Source: an optimization exercise on an open RTL-to-GDS flow (aim: small area). Production flows keep margins and buffers that such runs may drop. Only simulation tests tie the RTL to the original design; equivalence was not proved. Power figures rest on the tool's default switching activity, not on a simulated workload.

===== flow/config.mk =====
export PLATFORM = sky130hd
export DESIGN_NAME = sdram_controller
export DESIGN_NICKNAME = sdram_controller
export VERILOG_FILES = /design/flow/design.v
export SDC_FILE = /design/flow/constraint.sdc
export NUM_CORES = 4
export LEC_CHECK = 0
export CAP_MARGIN = 20
export CORE_MARGIN = 2
export CORE_UTILIZATION = 40
export SLEW_MARGIN = 20

===== flow/constraint.sdc =====
create_clock -name core_clock -period 5.0 [get_ports {clk}]
set_input_delay 1.0000 -clock core_clock [delete_from_list [all_inputs] [get_ports {clk}]]
set_output_delay 1.0000 -clock core_clock [all_outputs]
set_load 0.01 [all_outputs]

===== flow/design.v =====
module sdram_controller (
        input   clk,
        input   rst,
        output  sdram_cle,
        output  sdram_cs,
        output  sdram_cas,
        output  sdram_ras,
        output  sdram_we,
        output  sdram_dqm,
        output  [1:0]  sdram_ba,
        output  [12:0] sdram_a,
        input   [31:0] sdram_dqi,
        output  [31:0] sdram_dqo,
        input   [22:0] user_addr,    
        input   rw,                  
        input   [31:0] data_in,      
        output  [31:0] data_out,     
        output  busy,                
        input   in_valid,            
        output  out_valid            
    );
    localparam tCASL            = 13'd2;        
    localparam tPRE             = 13'd2;        
    localparam tACT             = 13'd2;        
    localparam tREF             = 13'd6;        
    localparam tRef_Counter     = 10'd750;     
    wire [22:0] addr;
    wire [12:0] Mapped_RA;
    wire [1:0]  Mapped_BA;
    wire [7:0]  Mapped_CA;
    assign Mapped_RA = user_addr[22:10];
    assign Mapped_BA = user_addr[9:8];
    assign Mapped_CA = user_addr[7:0];
    assign addr = {Mapped_RA, Mapped_BA, Mapped_CA};
    localparam CMD_UNSELECTED    = 4'b1000;
    localparam CMD_NOP           = 4'b0111;
    localparam CMD_ACTIVE        = 4'b0011;
    localparam CMD_READ          = 4'b0101;
    localparam CMD_WRITE         = 4'b0100;
    localparam CMD_TERMINATE     = 4'b0110;
    localparam CMD_PRECHARGE     = 4'b0010;
    localparam CMD_REFRESH       = 4'b0001;
    localparam CMD_LOAD_MODE_REG = 4'b0000;
    localparam STATE_SIZE = 4;
    localparam INIT = 4'd0,
               WAIT = 4'd1,
               PRECHARGE_INIT = 4'd2,
               REFRESH_INIT_1 = 4'd3,
               REFRESH_INIT_2 = 4'd4,
               LOAD_MODE_REG = 4'd5,
               IDLE = 4'd6,
               REFRESH = 4'd7,
               ACTIVATE = 4'd8,
               READ = 4'd9,
               READ_RES = 4'd10,
               WRITE = 4'd11,
               PRECHARGE = 4'd12;
    reg cle_d, cle_q;
    reg dqm_q, dqm_d;
    reg [3:0] cmd_d, cmd_q;
    reg [1:0] ba_d, ba_q;
    reg [12:0] a_d, a_q;
    reg [31:0] dq_d, dq_q;
    reg [31:0] dqi_d, dqi_q;
    reg dq_en_d, dq_en_q;
    assign sdram_cle = cle_q;
    assign sdram_cs = cmd_q[3];
    assign sdram_ras = cmd_q[2];
    assign sdram_cas = cmd_q[1];
    assign sdram_we = cmd_q[0];
    assign sdram_dqm = dqm_q;
    assign sdram_ba = ba_q;
    assign sdram_a = a_q;
    assign sdram_dqo = dq_en_q ? dq_q : 32'h00000000;
    reg [STATE_SIZE-1:0] state_d, state_q;
    reg [STATE_SIZE-1:0] next_state_d, next_state_q;
    reg [22:0] addr_d, addr_q;
    reg [31:0] data_d, data_q;
    reg out_valid_d, out_valid_q;
    reg [15:0] delay_ctr_d, delay_ctr_q;
    reg [9:0] refresh_ctr_d, refresh_ctr_q;
    reg refresh_flag_d, refresh_flag_q;
    reg ready_d, ready_q;
    reg saved_rw_d, saved_rw_q;
    reg [22:0] saved_addr_d, saved_addr_q;
    reg [31:0] saved_data_d, saved_data_q;
    reg rw_op_d, rw_op_q;
    reg [3:0] row_open_d, row_open_q;
    reg [12:0] row_addr_d[3:0], row_addr_q[3:0];
    reg [2:0] precharge_bank_d, precharge_bank_q;
    integer i;
    assign data_out = data_q;
    assign busy = !ready_q;
    assign out_valid = out_valid_q;
    always @* begin
        dq_d = dq_q;
        dqi_d = sdram_dqi;
        dq_en_d = 1'b0;  
        cle_d = cle_q;
        cmd_d = CMD_NOP;  
        dqm_d = 1'b0;
        ba_d = 2'd0;
        a_d = 13'd0;
        state_d = state_q;
        next_state_d = next_state_q;
        delay_ctr_d = delay_ctr_q;
        addr_d = addr_q;
        data_d = data_q;
        out_valid_d = 1'b0;
        precharge_bank_d = precharge_bank_q;
        rw_op_d = rw_op_q;
        row_open_d = row_open_q;
        for (i = 0; i < 4; i = i + 1)
            row_addr_d[i] = row_addr_q[i];
        refresh_flag_d = refresh_flag_q;
        refresh_ctr_d = refresh_ctr_q + 1'b1;
        if (refresh_ctr_q > tRef_Counter) begin
            refresh_ctr_d = 10'd0;
            refresh_flag_d = 1'b1;
        end
        saved_rw_d = saved_rw_q;
        saved_data_d = saved_data_q;
        saved_addr_d = saved_addr_q;
        ready_d = ready_q;
        if (ready_q && in_valid) begin
            saved_rw_d = rw;
            saved_data_d = data_in;
            saved_addr_d = addr;
            ready_d = 1'b0;
        end
        case (state_q)
            INIT: begin
                row_open_d = 4'b0;
                out_valid_d = 1'b0;
                a_d = {3'b000, 1'b0, 2'b00, 3'b010, 1'b0, 3'b010};  
                ba_d = 2'b0;
                cle_d = 1'b1;
                state_d = WAIT;
                delay_ctr_d = 16'd0;
                next_state_d = IDLE;
                refresh_flag_d = 1'b0;
                refresh_ctr_d = 10'b1;
                ready_d = 1'b1;
                dq_en_d = 1'b0;
            end
            WAIT: begin
                delay_ctr_d = delay_ctr_q - 1'b1;
                if (delay_ctr_q == 13'd0) begin
                    state_d = next_state_q;
                end
            end
            IDLE: begin
                if (refresh_flag_q) begin  
                    state_d = PRECHARGE;
                    next_state_d = REFRESH;
                    precharge_bank_d = 3'b100;  
                    refresh_flag_d = 1'b0;  
                end else if (!ready_q) begin  
                    ready_d = 1'b1;  
                    rw_op_d = saved_rw_q;  
                    addr_d = saved_addr_q;
                    if (saved_rw_q)  
                        data_d = saved_data_q;
                    if (row_open_q[saved_addr_q[9:8]]) begin
                        if (row_addr_q[saved_addr_q[9:8]] == saved_addr_q[22:10]) begin
                            if (saved_rw_q)
                                state_d = WRITE;
                            else
                                state_d = READ;
                        end else begin
                            state_d = PRECHARGE;  
                            precharge_bank_d = {1'b0, saved_addr_q[9:8]};
                            next_state_d = ACTIVATE;  
                        end
                    end else begin
                        state_d = ACTIVATE;  
                    end
                end
            end
            REFRESH: begin
                cmd_d = CMD_REFRESH;
                state_d = WAIT;
                delay_ctr_d = tREF;
                next_state_d = IDLE;
            end
            ACTIVATE: begin
                cmd_d = CMD_ACTIVE;
                a_d = addr_q[22:10];
                ba_d = addr_q[9:8];
                delay_ctr_d = tACT;
                state_d = WAIT;
                if (rw_op_q)
                    next_state_d = WRITE;
                else
                    next_state_d = READ;
                row_open_d[addr_q[9:8]] = 1'b1;  
                row_addr_d[addr_q[9:8]] = addr_q[22:10];
            end
            READ: begin
                cmd_d = CMD_READ;
                a_d = {7'b0, addr_q[7:2]};
                ba_d = addr_q[9:8];
                state_d = WAIT;
                delay_ctr_d = tCASL; 
                next_state_d = READ_RES;
            end
            READ_RES: begin
                data_d = dqi_q;  
                out_valid_d = 1'b1;
                state_d = IDLE;
            end
            WRITE: begin
                cmd_d = CMD_WRITE;
                dq_d = data_q;
                dq_en_d = 1'b1;  
                a_d = {7'b0, addr_q[7:2]};
                ba_d = addr_q[9:8];
                state_d = IDLE;
            end
            PRECHARGE: begin
                cmd_d = CMD_PRECHARGE;
                a_d[10] = precharge_bank_q[2];  
                ba_d = precharge_bank_q[1:0];
                state_d = WAIT;
                delay_ctr_d = tPRE;
                if (precharge_bank_q[2]) begin
                    row_open_d = 4'b0000;  
                end else begin
                    row_open_d[precharge_bank_q[1:0]] = 1'b0;  
                end
            end
            default: state_d = INIT;
        endcase
    end
    always @(posedge clk) begin
        if(rst) begin
            cle_q <= 1'b0;
            dq_en_q <= 1'b0;
            state_q <= INIT;
            ready_q <= 1'b0;
        end else begin
            cle_q <= cle_d;
            dq_en_q <= dq_en_d;
            state_q <= state_d;
            ready_q <= ready_d;
        end
        saved_rw_q <= saved_rw_d;
        saved_data_q <= saved_data_d;
        saved_addr_q <= saved_addr_d;
        cmd_q <= cmd_d;
        dqm_q <= dqm_d;
        ba_q <= ba_d;
        a_q <= a_d;
        dq_q <= dq_d;
        dqi_q <= dqi_d;
        next_state_q <= next_state_d;
        refresh_flag_q <= refresh_flag_d;
        refresh_ctr_q <= refresh_ctr_d;
        data_q <= data_d;
        addr_q <= addr_d;
        out_valid_q <= out_valid_d;
        row_open_q <= row_open_d;
        for (i = 0; i < 4; i = i + 1)
            row_addr_q[i] <= row_addr_d[i];
        precharge_bank_q <= precharge_bank_d;
        rw_op_q <= rw_op_d;
        delay_ctr_q <= delay_ctr_d;
    end
endmodule

===== flow/run.sh =====
#!/bin/bash
# synth_recipe.tcl (not shown) runs the flow's synth.tcl, then flattens the netlist and writes it again
# the make line also repeats each setting of config.mk as NAME=value (left out here)
make -C /OpenROAD-flow-scripts/flow DESIGN_CONFIG=/design/flow/config.mk WORK_HOME=/design/flow/orfs CLKGATE_MAP_FILE= SYNTH_SCRIPT=/design/flow/synth_recipe.tcl finish

==> run_results.csv <==
group,metric,value,unit
cells_and_area,syn_to_final_growth,28.8,%
route,drcViolationCount,0,
cells_and_area,drive_above_1_share,12.0,%
logic_synthesis,seq_area_frac_synth,75.2,%
route,wl_per_cell,18.5,um
route,vias_per_cell,4.98,
placement,gp_congestion,0.796,
power_and_ir_drop,power_density,449,nW/um^2
logic_synthesis,synth-edff-count,219,
logic_synthesis,ys_ff_latch,288,
worst_setup_path,worstSetupPathType,"reg -> reg",
route,drt_iter0_drc,373,
logic_synthesis,syn_avg_cell_area,16.2,sq um
clocking,clock_sinks,288,
floorplan,die_y,167,um
worst_setup_path,cp_max_fo,16,
min_path,hold_class,"reg -> reg",
global_routing,grt.total_usage,15.8,%
route,via_count,5983,
global_routing,grt_start_max_net_pins,42,
worst_setup_path,startpoint_type,"register",
job,max_cap_violations,0,
sta,period_share,65.8,%
sta,final_hold_viol_count,0,
sta,hold_slack,0.425,ns
clocking,cts_buffer_depth,3,
power_and_ir_drop,p_leak,4.75,nW
sta,tns,0,ns
worst_setup_path,cp.arrival,3.52,ns
sta,max_slew_margin,31.0,%
placement,dp_hpwl,14800,um
clocking,cts_resized,0,
clocking,worstSkewPairLatency,0.52,ns
logic_synthesis,netlist_instances,655,
clocking,postCtsHoldBufs,0,
cells_and_area,fin_nets,938,
clocking,htreeDepth,1,
sta,fin_skew,0.00879,ns
clocking,root_buffer,"clkbuf_16",
worst_setup_path,crit_chain,"mux4_1, xor2_1, or4b_4, nor4_4, a31oi_1",
route,wirelength,22200,um
floorplan,io_pins,178,
floorplan,die_w,167,um
status,status,"timing/DRC/antenna clean",
power_and_ir_drop,p_total,0.00612,W
logic_synthesis,yosysWarningCount,3,
worst_setup_path,cp_slowest_cell,"edfxtp_1",
worst_setup_path,max_stage_delay,0.98,ns
floorplan,row_count,59,
route,dr.pass1.iters,5,
placement,port_buffers,173,
clocking,clk_pin_slew,0.06,ns
power_and_ir_drop,irDropWorstVdd,255,uV
clocking,cts_tree,"built",
logic_synthesis,async_reset_ff_share,0,%
logic_synthesis,netlist_area,10600,sq um
global_routing,grt_remaining_overflow,0,
route,route.antenna.remaining_nets,0,
global_routing,grt_antenna_before_repair,1,
sta,fmax,304,MHz
sta,drv_slew,0,
sta,tightest_slew,1.03,ns
worst_setup_path,critPathCaptureType,"register",
global_routing,grt_pass1_wl,34700,um
sta,finalSetupViolCount,0,
clocking,post_cts_buffers,0,
floorplan,initial_core_util,40.7,%
floorplan,dieArea,27800,sq um
logic_synthesis,synth_flop_cell,"edfxtp_1",
floorplan,coreArea,26000,sq um
clocking,numCtsBuffers,29,
global_routing,grt_pass1_vias,6365,
cells_and_area,n_fill_cell,2163,
worst_setup_path,crit_buf_inv,0,
worst_setup_path,required,5.23,ns
logic_synthesis,ys_types,58,
sta,period_needed,3.29,ns
worst_setup_path,crit_family,"flip-flops",
sta,rsz0062_at_grt,"false",
## logic make-up after synthesis
kind of cell / Yosys count / synth area share (%)
XOR/XNOR: 31 / 2.57
multiplexers: 48 / 6.83
adder cells (fa/ha/maj): 3 / 0.355
flip-flops: 288 / 75.2
AND/OR/NAND/NOR: 184 / 9.45
buffers and inverters: 38 / 1.66
AO/OA/AOI/OAI: 62 / 3.90
other: 1 / 0.0354
## cells in the mapped netlist, drive strengths merged (4+ instances only)
cell | n | area share [%]
a22o | 4 | 0.33
and2 | 37 | 2.2
mux2 | 33 | 3.5
mux4 | 14 | 3.2
nand2b | 6 | 0.35
o21ai | 14 | 0.66
nand2 | 28 | 0.99
clkbuf | 18 | 0.64
or3 | 5 | 0.30
nor3 | 7 | 0.33
nor2 | 46 | 1.6
buf | 8 | 0.59
a21oi | 17 | 0.80
xor2 | 18 | 1.5
nor2b | 7 | 0.41
edfxtp | 219 | 62
xnor2 | 13 | 1.1
and3 | 13 | 0.77
dfxtp | 69 | 13
nand3 | 8 | 0.38
nor4 | 9 | 0.67
or4 | 6 | 0.50
inv | 12 | 0.43
## cell usage in the layout, fill, tap and decap left out, types with 14 or more instances in the layout
master	n
edfxtp_1	219
clkbuf_16	29
dfxtp_1	68
a21oi_1	17
o21ai_0	14
clkdlybuf4s50_1	173
nand2_1	28
nor2_1	46
mux2_2	33
xor2_1	18
and2_1	35
## stage by stage
stage               instance area [sq um]  util (%)  instances  setup WS (ns)
finish                              13600      52.5       1201           1.71
detailed placement                  12700      48.9       1148           1.67
floorplan                           10600         -        656           1.88
global placement                    12700      48.9       1148           1.67
CTS                                 13600      52.4       1200           1.53
global route                        13600      52.5       1201           1.48
## metal layers
metal / up-vias / track usage (%) / share of wire, %
li1: 2833 / - / -
met1: 2936 / 20.4 / 42
met2: 180 / 26.5 / 48
met3: 34 / 3.85 / 6.9
met4: 0 / 4.91 / 2.6
met5: - / 0 / 0
## where the power goes
part / switching (W) / internal (W) / leakage (nW)
registers: 0.000174 / 0.00287 / 2.61
logic: 0.000550 / 0.000432 / 1.69
clock network: 0.000851 / 0.00124 / 0.452
total: 0.00158 / 0.00454 / 4.75
## state kept, by name, indices dropped and copies added, names as in the netlist, 16 cells and up
name and flops:
saved_addr_q 21, delay_ctr_q 16, addr_q 21, row_addr_q 52
saved_data_q 32, dqi_q 32, data_q 32, dq_q 32
## cell type report
class / instances / area [sq um] / share of cell area, %
inverter: 12 / 45.0 / 0.330
multi-input combinational: 330 / 2470 / 18.1
clock buffer: 36 / 772 / 5.66
timing repair buffer: 183 / 1810 / 13.3
antenna: 1 / 2.50 / 0.0184
clock inverter: 16 / 158 / 1.16
tap: 335 / 419 / 3.08
sequential: 288 / 7960 / 58.4
## worst register-to-register path: stages (launching register included)
cell and delay (ns):
edfxtp_1 0.98, mux4_1 0.67, xor2_1 0.19, or4b_4 0.57, nor4_4 0.35, a31oi_1 0.25
## final timing paths
path / start / endpoint / slack [ns] / depth (start not counted)
setup / recovery: saved_addr_q[8]$_DFFE_PP_ / next_state_q[1]$_DFFE_PP_ / 1.71 / 5
hold reg to reg: saved_addr_q[2]$_DFFE_PP_ / addr_q[2]$_DFFE_PP_ / 0.43 / 0
setup reg to reg: saved_addr_q[8]$_DFFE_PP_ / next_state_q[1]$_DFFE_PP_ / 1.71 / 5
hold / removal: saved_addr_q[2]$_DFFE_PP_ / addr_q[2]$_DFFE_PP_ / 0.43 / 0

-- static timing again, ports no longer ideal --
How much do the figures lean on ideal ports? The routed layout below was timed once more, with nothing changed but the port constraints.
Step 1: set_driving_cell puts a clkbuf_16 on clk and a buf_2 on each other input, an assumption about the parent block.
Step 2 also shifts input and output timing later by t, the mid clock arrival at the registers, as if the neighbouring blocks saw the same clock.
a / b / c = ideal ports / drivers / drivers and shift; a / b = the first two.
t, ns: 0.562
slack for setup (ns): 1.708 / 1.708 / 1.708
hold WS [ns]: 0.425 / 0.425 / 0.425
worst setup path at the end: register to register
slew at the worst register clock pin (ns): 0.07 / 0.07
After both steps this run still meets setup and hold. The setup slack of this run moves by 0.000 ns with the drivers and by 0.000 ns with both steps.
